This design comes from an exercise in tuning for small area on the open sky130 flow, not from production work. The RTL was checked by simulation tests, not by an equivalence proof against the original design. Power and IR drop assume default switching activity.

$ cat flow/config.mk
export PLATFORM = sky130hd
export DESIGN_NAME = apb_uart
export DESIGN_NICKNAME = apb_uart
export VERILOG_FILES = /design/flow/design.v
export SDC_FILE = /design/flow/constraint.sdc
export NUM_CORES = 4
export LEC_CHECK = 0
export CAP_MARGIN = 20
export CORE_MARGIN = 2
export CORE_UTILIZATION = 40
export SLEW_MARGIN = 20
$ cat flow/constraint.sdc
create_clock -name core_clock -period 10.0 [get_ports {clk}]
set_input_delay 2.0000 -clock core_clock [delete_from_list [all_inputs] [get_ports {clk}]]
set_output_delay 2.0000 -clock core_clock [all_outputs]
set_load 0.01 [all_outputs]
$ cat flow/design.v
module apb_uart (
   input  wire          clk,
                        rst_n,
   input  wire          UART_RX_I,
   output reg           UART_TX_O,
   output wire          tx_fifo_empty,
                        tx_fifo_full,
                        rx_fifo_empty,
                        rx_fifo_full,
   input  wire          PENABLE,
                        PSEL,
                        PWRITE,
   input  wire [31:0]   PWDATA,
                        PADDR,
   output reg           PREADY,
   output wire          PSLVERR,
   output wire [31:0]   PRDATA
);
   wire       access   = PSEL & PENABLE;
   wire       addr_vld = ~|PADDR[31:3];
   wire [7:0] addr     = PADDR[7:0];
   reg        dap1, dap2;
   always @(posedge clk or negedge rst_n) begin
      if (!rst_n) begin
         dap1   <= 1'b0;
         dap2   <= 1'b0;
         PREADY <= 1'b0;
      end else begin
         dap1   <= access;
         dap2   <= dap1;
         PREADY <= dap2;
      end
   end
   wire acc_rdy = PREADY & access;
   wire w_en    = acc_rdy & addr_vld & PWRITE;
   assign PSLVERR = acc_rdy & ~addr_vld;
   reg       mdr;
   reg [7:0] dll, dlh, tbr;
   reg [5:0] lcr;
   reg [3:0] ier;
   reg [3:0] fsr_d;
   reg       tx_flag;
   wire      t_empty, t_full, r_empty, r_full;
   always @(posedge clk or negedge rst_n) begin
      if (!rst_n) begin
         mdr     <= 1'b0;
         dll     <= 8'd0;
         dlh     <= 8'd0;
         lcr     <= 6'd0;
         ier     <= 4'd0;
         tbr     <= 8'd0;
         fsr_d   <= 4'd0;
         tx_flag <= 1'b0;
      end else begin
         if (w_en) begin
            case (PADDR[2:0])
               3'd0: mdr <= PWDATA[0];
               3'd1: dll <= PWDATA[7:0];
               3'd2: dlh <= PWDATA[7:0];
               3'd3: lcr <= PWDATA[5:0];
               3'd4: ier <= PWDATA[3:0];
               3'd6: tbr <= PWDATA[7:0];
               default: ;
            endcase
         end
         fsr_d   <= {r_empty, r_full, t_empty, t_full};
         tx_flag <= w_en & (PADDR[2:0] == 3'd6);
      end
   end
   wire       osm = mdr;
   wire [1:0] wls = lcr[1:0];
   wire       stb = lcr[2];
   wire       pen = lcr[3];
   wire       eps = lcr[4];
   wire       bge = lcr[5];
   reg  [7:0] rbr;
   reg  [7:0] rd;
   always @(*) begin
      case (addr)
         8'd0: rd = {7'd0, mdr};
         8'd1: rd = dll;
         8'd2: rd = dlh;
         8'd3: rd = {2'd0, lcr};
         8'd4: rd = {4'd0, ier};
         8'd5: rd = {4'd0, fsr_d};
         8'd6: rd = tbr;
         default: rd = rbr;
      endcase
   end
   assign PRDATA = {24'd0, rd};
   reg  tx_flag_q, rx_flag_q;
   wire rx_flag = (addr == 8'd7);
   always @(posedge clk) begin
      tx_flag_q <= tx_flag;
      rx_flag_q <= rx_flag;
   end
   wire tx_push = tx_flag & ~tx_flag_q;
   wire rx_pop  = rx_flag & ~rx_flag_q;
   assign tx_fifo_empty = ier[1] & t_empty;
   assign tx_fifo_full  = ier[0] & t_full;
   assign rx_fifo_empty = ier[3] & r_empty;
   assign rx_fifo_full  = ier[2] & r_full;
   reg  [15:0] bcnt;
   reg         baud_clk;
   wire [15:0] bcnt_inc = bcnt + 16'd1;
   always @(posedge clk or negedge rst_n) begin
      if (!rst_n) begin
         bcnt     <= 16'd0;
         baud_clk <= 1'b0;
      end else if (bge) begin
         if (bcnt_inc == {dlh, dll}) begin
            baud_clk <= 1'b1;
            bcnt     <= 16'd0;
         end else begin
            baud_clk <= 1'b0;
            bcnt     <= bcnt_inc;
         end
      end
   end
   wire baud_en = baud_clk & bge;
   reg  [4:0] twp, trp;
   reg  [7:0] tram [0:15];
   reg  [7:0] tx_data;
   wire       tx_pop;
   assign t_empty = (twp == trp);
   assign t_full  = (twp[3:0] == trp[3:0]) & (twp[4] ^ trp[4]);
   wire   t_wen   = tx_push & ~t_full;
   wire   t_ren   = tx_pop & ~t_empty;
   always @(posedge clk) begin
      if (t_wen) tram[twp[3:0]] <= tbr;
      if (t_ren) tx_data <= tram[trp[3:0]];
   end
   always @(posedge clk or negedge rst_n) begin
      if (!rst_n) begin
         twp <= 5'd0;
         trp <= 5'd0;
      end else begin
         if (t_wen) twp <= twp + 5'd1;
         if (t_ren) trp <= trp + 5'd1;
      end
   end
   reg  [4:0] rwp, rrp;
   reg  [7:0] rram [0:15];
   wire       rx_push;
   reg  [7:0] rx_data;
   assign r_empty = (rwp == rrp);
   assign r_full  = (rwp[3:0] == rrp[3:0]) & (rwp[4] ^ rrp[4]);
   wire   r_wen   = rx_push & ~r_full;
   wire   r_ren   = rx_pop & ~r_empty;
   always @(posedge clk) begin
      if (r_wen) rram[rwp[3:0]] <= rx_data;
      if (r_ren) rbr <= rram[rrp[3:0]];
   end
   always @(posedge clk or negedge rst_n) begin
      if (!rst_n) begin
         rwp <= 5'd0;
         rrp <= 5'd0;
      end else begin
         if (r_wen) rwp <= rwp + 5'd1;
         if (r_ren) rrp <= rrp + 5'd1;
      end
   end
   localparam [2:0] S_IDLE = 3'd0, S_START = 3'd1, S_DATA = 3'd2,
                    S_PARITY = 3'd3, S_STOP1 = 3'd4, S_STOP2 = 3'd5;
   reg  [3:0] ttc;
   reg        ttick;
   wire       ttc_end = (ttc == (osm ? 4'd12 : 4'd15));
   always @(posedge clk or negedge rst_n) begin
      if (!rst_n) begin
         ttc   <= 4'd0;
         ttick <= 1'b0;
      end else begin
         ttick <= baud_en & ttc_end;
         if (baud_en) ttc <= ttc_end ? 4'd0 : ttc + 4'd1;
      end
   end
   reg  [2:0] tst;
   reg  [3:0] tcnt;
   wire       t_in_data = (tst == S_DATA);
   wire       tdone     = (tcnt == {2'b01, wls});
   always @(posedge clk or negedge rst_n) begin
      if (!rst_n) begin
         tst <= S_IDLE;
      end else if (ttick) begin
         case (tst)
            S_IDLE:   if (!t_empty) tst <= S_START;
            S_START:  tst <= S_DATA;
            S_DATA:   if (tdone) tst <= pen ? S_PARITY : S_STOP1;
            S_PARITY: tst <= S_STOP1;
            S_STOP1:  tst <= stb ? S_STOP2 : (t_empty ? S_IDLE : S_START);
            S_STOP2:  tst <= t_empty ? S_IDLE : S_START;
            default:  tst <= S_IDLE;
         endcase
      end
   end
   always @(posedge clk or negedge rst_n) begin
      if (!rst_n)
         tcnt <= 4'd0;
      else if (!t_in_data)
         tcnt <= 4'd0;
      else if (ttick)
         tcnt <= tcnt + 4'd1;
   end
   reg  tstart_q, tovf;
   always @(posedge clk) begin
      tstart_q <= (tst == S_START);
      tovf     <= t_in_data & (tovf | (ttick & (tcnt[2:0] == 3'd7)));
   end
   assign tx_pop = (tst == S_START) & ~tstart_q;
   wire serial_out = ~tovf & tx_data[tcnt[2:0]];
   reg  xor_all;
   always @(*) begin
      case (wls)
         2'b00: xor_all = ^tx_data[4:0];
         2'b01: xor_all = ^tx_data[5:0];
         2'b10: xor_all = ^tx_data[6:0];
         default: xor_all = ^tx_data[7:0];
      endcase
   end
   wire parity = eps ? xor_all : ~xor_all;
   always @(*) begin
      case (tst)
         S_START:  UART_TX_O = 1'b0;
         S_DATA:   UART_TX_O = serial_out;
         S_PARITY: UART_TX_O = parity;
         default:  UART_TX_O = 1'b1;
      endcase
   end
   reg  [2:0] rst_s;
   wire       r_idle = (rst_s == S_IDLE);
   wire       r_in_data = (rst_s == S_DATA);
   reg  [3:0] rtc;
   reg        rtmp, rtq;
   wire [3:0] rtc_mid = osm ? 4'd6 : 4'd7;
   wire [3:0] rtc_max = osm ? 4'd12 : 4'd15;
   always @(posedge clk or negedge rst_n) begin
      if (!rst_n) begin
         rtc  <= 4'd0;
         rtmp <= 1'b0;
      end else if (r_idle) begin
         rtc  <= 4'd0;
         rtmp <= 1'b0;
      end else if (baud_en) begin
         if (rtc == rtc_mid) begin
            rtmp <= 1'b1;
            rtc  <= rtc + 4'd1;
         end else begin
            rtmp <= 1'b0;
            rtc  <= (rtc == rtc_max) ? 4'd0 : rtc + 4'd1;
         end
      end
   end
   always @(posedge clk) rtq <= rtmp;
   wire rtick = rtmp & ~rtq;
   reg  [3:0] rcnt;
   wire       rdone = (rcnt == {2'b01, wls});
   always @(posedge clk or negedge rst_n) begin
      if (!rst_n) begin
         rst_s <= S_IDLE;
      end else begin
         case (rst_s)
            S_IDLE:   if (!UART_RX_I) rst_s <= S_START;
            S_START:  if (rtick) rst_s <= S_DATA;
            S_DATA:   if (rtick & rdone)
                         rst_s <= pen ? S_PARITY : (stb ? S_STOP1 : S_STOP2);
            S_PARITY: if (rtick) rst_s <= stb ? S_STOP1 : S_STOP2;
            S_STOP1:  if (rtick) rst_s <= S_STOP2;
            S_STOP2:  if (rtick) rst_s <= UART_RX_I ? S_IDLE : S_START;
            default:  rst_s <= S_IDLE;
         endcase
      end
   end
   always @(posedge clk or negedge rst_n) begin
      if (!rst_n)
         rcnt <= 4'd0;
      else if (!r_in_data)
         rcnt <= 4'd0;
      else if (rtick)
         rcnt <= rcnt + 4'd1;
   end
   reg [7:0] sipo;
   reg       rstop2_q;
   always @(posedge clk) begin
      if (rtick & r_in_data) sipo <= {UART_RX_I, sipo[7:1]};
      rstop2_q <= (rst_s == S_STOP2);
   end
   assign rx_push = (rst_s == S_STOP2) & ~rstop2_q;
   always @(*) begin
      case (wls)
         2'b00: rx_data = {3'b000, sipo[7:3]};
         2'b01: rx_data = {2'b00, sipo[7:2]};
         2'b10: rx_data = {1'b0, sipo[7:1]};
         default: rx_data = sipo;
      endcase
   end
endmodule
$ cat flow/flow/run.sh
#!/bin/bash
# Standard ORFS layout, with port buffers of the smallest buffer cell and a CTS with no dummy loads.
set -euo pipefail
CTS="-sink_clustering_enable -repair_clock_nets -dont_use_dummy_load -buf_list \"sky130_fd_sc_hd__clkbuf_8\" -sink_clustering_size 20 -sink_clustering_max_diameter 60"
bash standard.sh "BUFFER_PORTS_ARGS=-buffer_cell sky130_fd_sc_hd__buf_1" "CTS_ARGS=$CTS" finish > standard_flow.log 2>&1
$ cat flow/standard.sh
#!/bin/bash
# synth_recipe.tcl (not shown) runs the flow's synth.tcl, then flattens the netlist and writes it again
# the make line also repeats each setting of config.mk as NAME=value (left out here)
make -C /OpenROAD-flow-scripts/flow DESIGN_CONFIG=/design/flow/config.mk WORK_HOME=/design/flow/orfs CLKGATE_MAP_FILE= SYNTH_SCRIPT=/design/flow/synth_recipe.tcl "${@:-finish}"
==> results.txt, run 1 <==
post-synthesis adder-cell area fraction 1.17%; final setup vio count 0; Initial Util between 40 and 50%; standard-cell row count 75; post-CTS resize count 0; top_reg_cell synth edfxtp_1; VDD IR max slightly above 0.08 mV; post-synth cell types 65; P_leak 0.00572 µW; Async SR Flop Fraction between 20% and 30%; wire length per cell ~21 µm; # Post-CTS Setup Buffers 0; pre-CTS setup slack slightly above 4 ns; Cell Chain, Critical Path buf_1 > inv_1 > nor2_1 > a22oi_1 > o22ai_1 > nor2_1 > o22ai_1 > buf_1; Sequential Area between 10000 and 15000 µm²; final worst path period need roughly 5.9 ns; final WL between 30000 and 40000 µm; reg2reg start rrp[0]$_DFFE_PN0P_; Post-Syn Area per Cell 15.4 µm²; dpl cell area approximately 18000 µm²; Final Core Density 43.3%; CP Data Required Time roughly 8.0 ns; XOR/XNOR Fraction of Synth Area 3.23%; Die Wd 211 µm; commonest non-fill, non-tap cell in the layout edfxtp_1; drt first-iter violations approximately 850; grt total ovfl 0; initial antenna violation count 1; Final Cell Area between 15000 and 20000 µm²; combinational family with the most area after synthesis multiplexers; clock sinks 390; CP max-delay cell buf_1; multi-input logic area 5560 µm²; Hold Slack 0.323 ns; slew margin rel. 32.7%; Clock Latency Late Sink 0.65 ns; final net count 1242; Setup CP Type in2out; TritonCTS Buffers 29; CP Data Arrival Time 3.87 ns; Tcrit/Tclk final 58.7%; clk_skew 0.111 ns; synthesized area 17100 µm²; Post-Syn Instances 1106; Final Slew Violations 0; WHS Endpoint tx_flag_q$_DFF_P_; RSZ-0062 raised after global routing false; antenna diode count 0; hold_sp tx_flag$_DFF_PN0_; CP Depth 8; via count 9267; DRT Pass-1 Iters 5; GP Congestion 0.808; most frequent cells in the layout edfxtp_1, dfrtp_1, mux4_2; first-pass GRT wire length 54600 µm; Reg2Reg Setup Slack 6.28 ns; I/O Buffers 60; fillers between 3000 and 4000; Register-to-Register Path Depth 7; status complete, no violations; layout cell share with drive strength beyond 1 16.5%; vias in the first global route approximately 9100; die height between 200 and 250 µm; H-tree lvl count 1; yosys warns 1; Max Fclk 0.170 GHz; Critical Path Fanout Max 13; Detail Route Antenna Nets 0; Post-synth EDFFs 280; hold crit path type reg2reg; CP delay by family, top buffers and inverters; DRC viols 0; DIE AREA 44400 µm²; DP Wirelength 23400 µm; Post-CTS Hold Fix Bufs 0; Clock Tree Buf Depth 3; simple-gate share of the synthesized area 8.08%; global-route usage over all layers 16.0%; FF-to-FF End rram[15][2]$_DFFE_PP_; Area growth syn-to-layout 6.51%; Max-Cap Viols 0; CP Launch Type input pin; WHS Path Cells 0; Largest stage delay, worst path approximately 0.48 ns; Seq/Total Area, Yosys 65.2%; compound-gate portion of the synthesized area 4.59%; crit path buf inv count 3; largest net degree at the start of global routing 58; drt via density 5.47; worst slew pin tran 1.01 ns; Final Hold Viols 0; Crit. End Element output pin; clock root cell clkbuf_8; Ports 109; setup ws final ~4.1 ns; Yosys reg bits 390; Core ar. 42000 µm²; setup tns final 0 ns; clock-pin transition on the worst setup and hold timing paths 0.10 ns; mux cell area share after synthesis between 10 and 15%; CTS tree yes; PwrDens 137 nW/µm²
## routing by layer
layer,part of all wire [%],track usage [%]
met2,48,25.3
met5,0.048,0
met1,47,23.7
met3,3.9,2.31
met4,1.7,3.06
## stage by stage
step / power (µW) / instances
floorplan: 1770 / 1129
global placement: 1790 / 1664
detailed placement: 1790 / 1664
CTS: 2520 / 1693
global route: 2580 / 1693
finish: 2490 / 1693
## sequential cells by signal (all words and copies together) (netlist names), 4 cells and up
name / flops
ttc: 4
rbr: 8
tcnt: 4
lcr: 6
tx_data: 8
twp: 5
trp: 5
sipo: 8
bcnt: 16
rrp: 5
rwp: 5
rtc: 4
fsr_d: 4
rcnt: 4
tram: 128
ier: 4
dll: 8
tbr: 8
dlh: 8
rram: 128
## cell families after synthesis
logic type      Yosys count
compound gates          124
xor+xnor                 63
fa+ha+maj                16
buf+inv                 102
flops                   390
mux                     141
other cells               1
simple gates            269
## report_power, final
group / internal (µW) / switching, µW / total, µW
Clock: 258 / 485 / 743
Combinational: 9.11 / 27.6 / 36.7
Sequential: 1710 / 0.199 / 1710
## area by class of cell
type                       count  share of cell area (%)
tap                          539                    3.71
sequential                   390                    61.2
clock buffer                  29                    2.19
inverter                      24                   0.495
timing repair buffer          74                    1.84
multi-input combinational    637                    30.5
## Yosys cell counts (14+ instances only)
cell type	n	area [µm²]
edfxtp_1	280	8410
dfrtp_1	104	2600
mux4_2	83	1870
nand2_1	66	248
nor2_1	66	248
xnor2_1	49	429
o21ai_0	45	225
mux2_2	37	417
clkbuf_1	32	120
buf_4	25	188
inv_1	24	90.1
nor3_1	23	115
mux2i_1	21	210
a21oi_1	20	100
nand3_1	18	90.1
nand4_1	18	113
ha_1	16	200
and3_1	15	93.8
buf_1	14	52.6
nor4_1	14	87.6
xor2_1	14	123
## worst max path at each step
stage	start	endpoint
floorplan	PADDR[1]	PRDATA[2]
global placement	PADDR[3]	PRDATA[1]
detailed placement	PADDR[3]	PRDATA[1]
CTS	PADDR[3]	PRDATA[1]
global route	PADDR[3]	PRDATA[3]
finish	PADDR[2]	PRDATA[3]
==> run 2: changes to the inputs <==
==> flow/flow/run.sh (replaced) <==
#!/bin/bash
# Standard ORFS layout, with port buffers of the smallest buffer cell and a CTS with no dummy loads.
set -euo pipefail
CTS="-sink_clustering_enable -repair_clock_nets -dont_use_dummy_load -buf_list \"sky130_fd_sc_hd__clkbuf_4\" -sink_clustering_size 10 -sink_clustering_max_diameter 40"
bash standard.sh "BUFFER_PORTS_ARGS=-buffer_cell sky130_fd_sc_hd__buf_1" "CTS_ARGS=$CTS" finish > standard_flow.log 2>&1
==> run 2 against run 1 <==
Compared with the run above:
- still clean on timing, DRC and antenna
- routed wire length rose by 1.3%
- worst hold slack improved by 0.040 ns
- die area did not move
- flip-flop and latch count did not move
- register-to-register slack improved by 0.03 ns
- sequential power barely moved
- highest routed layer unchanged
==> results.txt, run 2 <==
status complete, no violations; dpl cell area 17800 µm² (unchanged); RSZ-0062 raised after global routing false; TritonCTS Buffers 57 (+97%); CP Launch Type input pin; Yosys reg bits 390 (unchanged); Post-Syn Area per Cell 15.4 µm² (unchanged); die height 211 µm (unchanged); Yosys top cell by area edfxtp_1; worst slew pin tran 0.994 ns (-0.0120 ns); I/O Buffers 60 (unchanged); Synth top area share 49.2% (unchanged); final worst path period need 5.86 ns (-0.0113 ns); H-tree lvl count 2 (+1); Setup CP Type in2out; Ports 109 (unchanged); yosys warns 1 (unchanged); Post-Syn Instances 1106 (unchanged); final WL 35600 µm (+1.3%); Clock Tree Buf Depth 3 (unchanged); Post-CTS Hold Fix Bufs 0 (unchanged); Sequential Area 11100 µm² (unchanged); Initial Util 40.6% (unchanged); Clock Latency Late Sink 0.82 ns (+0.17 ns); Final Slew Violations 0 (unchanged); CP Data Arrival Time 3.86 ns (about the same); commonest non-fill, non-tap cell in the layout edfxtp_1; setup ws final 4.14 ns (+0.0113 ns); DRC viols 0 (unchanged); DRT Pass-1 Iters 5 (unchanged); post-synth cell types 65 (unchanged); final net count 1270 (+2.3%); VDD IR max 0.0752 mV (-6.9%); Async SR Flop Fraction 26.7% (unchanged); Critical Path Fanout Max 15 (+2); DIE AREA 44400 µm² (unchanged); Max-Cap Viols 0 (unchanged); largest net degree at the start of global routing 58 (unchanged); # Post-CTS Setup Buffers 0 (unchanged); grt met2 use 25.4% (+0.11 points); DP Wirelength 23400 µm (unchanged); Commonest cells post-synth edfxtp_1, dfrtp_1, mux4_2; slew margin rel. 33.6% (+0.91 points); Core ar. 42000 µm² (unchanged); grt total ovfl 0 (unchanged); CTS tree yes; Final Core Density 43.3% (+0.080 points); Post-synth EDFFs 280 (unchanged); clock sinks 390 (unchanged); most frequent cells in the layout edfxtp_1, dfrtp_1, mux4_2; wire length per cell 20.6 µm (-0.49%); Final Hold Viols 0 (unchanged); setup tns final 0 ns (unchanged); Global Route met3 Usage 3.17% (+0.86 points); Max Fclk 0.171 GHz (+0.19%); Detail Route Antenna Nets 0 (unchanged); first-pass GRT wire length 55300 µm (+1.1%); Tcrit/Tclk final 58.6% (-0.11 points); standard-cell row count 75 (unchanged); clock-pin transition on the worst setup and hold timing paths 0.10 ns (about the same); pre-CTS setup slack 4.12 ns (unchanged); Area growth syn-to-layout 6.71%; drt via density 5.48 (+0.15%); vias in the first global route 9355 (+3.3%); Crit. End Element output pin; P_leak 0.00578 µW (+0.94%); Power, Total 2520 µW (+1.1%); multi-input logic area 5560 µm² (unchanged); synthesized area 17100 µm² (unchanged); GP Congestion 0.808 (unchanged); via count 9445 (+1.9%); top-count cell post-synth edfxtp_1; initial antenna violation count 3 (+2); top_reg_cell synth edfxtp_1; GRT met1 Usage 23.6% (-0.15 points); final setup vio count 0 (unchanged); drt first-iter violations 879 (+3.9%); ranking of synthesized cells by area edfxtp_1, dfrtp_1, mux4_2, xnor2_1, mux2_2; CP Data Required Time 8.00 ns (about the same); hold crit path type reg2reg; post-CTS resize count 0 (unchanged); clk_skew 0.0844 ns (-0.0266 ns); Final Cell Area 18200 µm² (+0.19%); clock root cell clkbuf_4; Seq/Total Area, Yosys 65.2% (unchanged); GRT busiest layer met2; global-route usage over all layers 16.3% (+0.35 points); layout cell share with drive strength beyond 1 18.4% (+2.0 points); Die Wd 211 µm (unchanged); fillers 3809 (+0.71%); PwrDens 138 nW/µm² (+0.94%)
[run 2: per-stage QoR]
step / hold WS [ns] / cells
3_3_place_gp: 0.336 / 1664
4_1_cts: 0.369 / 1721
5_1_grt: 0.384 / 1723
3_5_place_dp: 0.344 / 1664
6_report: 0.363 / 1723
2_1_floorplan: 0.331 / 1129
[run 2: worst paths after layout]
check,startpoint,endpoint,slack (ns),cells after the start
max,PADDR[3],PRDATA[3],4.14,7
min,dap1$_DFF_PN0_,dap2$_DFF_PN0_,0.36,0
max reg2reg,rrp[0]$_DFFE_PN0P_,rram[15][3]$_DFFE_PP_,6.31,7
min reg2reg,dap1$_DFF_PN0_,dap2$_DFF_PN0_,0.36,0
max in group asynchronous,rst_n,rrp[0]$_DFFE_PN0P_,7.44,2
min in group asynchronous,rst_n,tcnt[1]$_DFFE_PN0P_,1.28,1
[run 2: critical path, cell delays in order]
cell and delay (ns):
buf_1 0.08, nor3_1 0.24, nand2_1 0.40, nor2_1 0.48, a22oi_1 0.15, o22ai_1 0.29
buf_1 0.21
[run 2: area by class of cell]
type / instances / area share, %
diodes: 2 / 0.0275
flip-flops and latches: 390 / 61.1
well taps: 539 / 3.70
clock buffers: 57 / 2.35
multi-input cells: 637 / 30.5
inverters: 24 / 0.494
repair buffers: 74 / 1.83
[run 2: per-layer routing]
| layer | vias up | wire, µm |
|---|---|---|
| li1 | 4341 | - |
| met1 | 4811 | 16300 |
| met2 | 225 | 16800 |
| met3 | 66 | 1780 |
| met4 | 2 | 715 |
| met5 | - | 17 |
[run 2: cell families after synthesis]
group	synth area share, %
flip-flops	65.2
AND/OR/NAND/NOR	8.08
multiplexers	14.6
AO/OA/AOI/OAI	4.59
buffers and inverters	3.09
XOR/XNOR	3.23
adder cells (fa/ha/maj)	1.17
other	0.0220
[run 2: power breakdown]
| group | switching [µW] | leakage [µW] | internal, µW | total (µW) |
|---|---|---|---|---|
| combinational | 27.7 | 0.00191 | 9.11 | 36.8 |
| clock | 512 | 0.000262 | 260 | 772 |
| sequential | 0.198 | 0.00361 | 1710 | 1710 |
| total | 540 | 0.00578 | 1980 | 2520 |

## static timing again, ports no longer ideal
In the flow no input, the clock included, has a driving cell. The finished layouts below were timed again as built, in two steps.
Step 1 assumes that a clkbuf_16 drives the clock port and a buf_2 every other input.
Step 2 times the ports against the registers' clock, not the clock port: input delays grow and output delays shrink by t, the midpoint of the rising clock arrivals with the driver on.
Slacks: ideal ports / drivers / drivers and shift; pairs: ideal ports / drivers.
run | t (ns) | setup WS [ns] | cell pins on the clock port's net
run 1 | 0.653 | 4.130 / 4.074 / 4.074 | 1
run 2 | 0.818 | 4.141 / 4.113 / 4.113 | 1
After both steps every run listed still meets setup and hold. For run 1, which loses most, drivers alone change the setup slack by -0.056 ns; drivers and shift together by -0.056 ns.
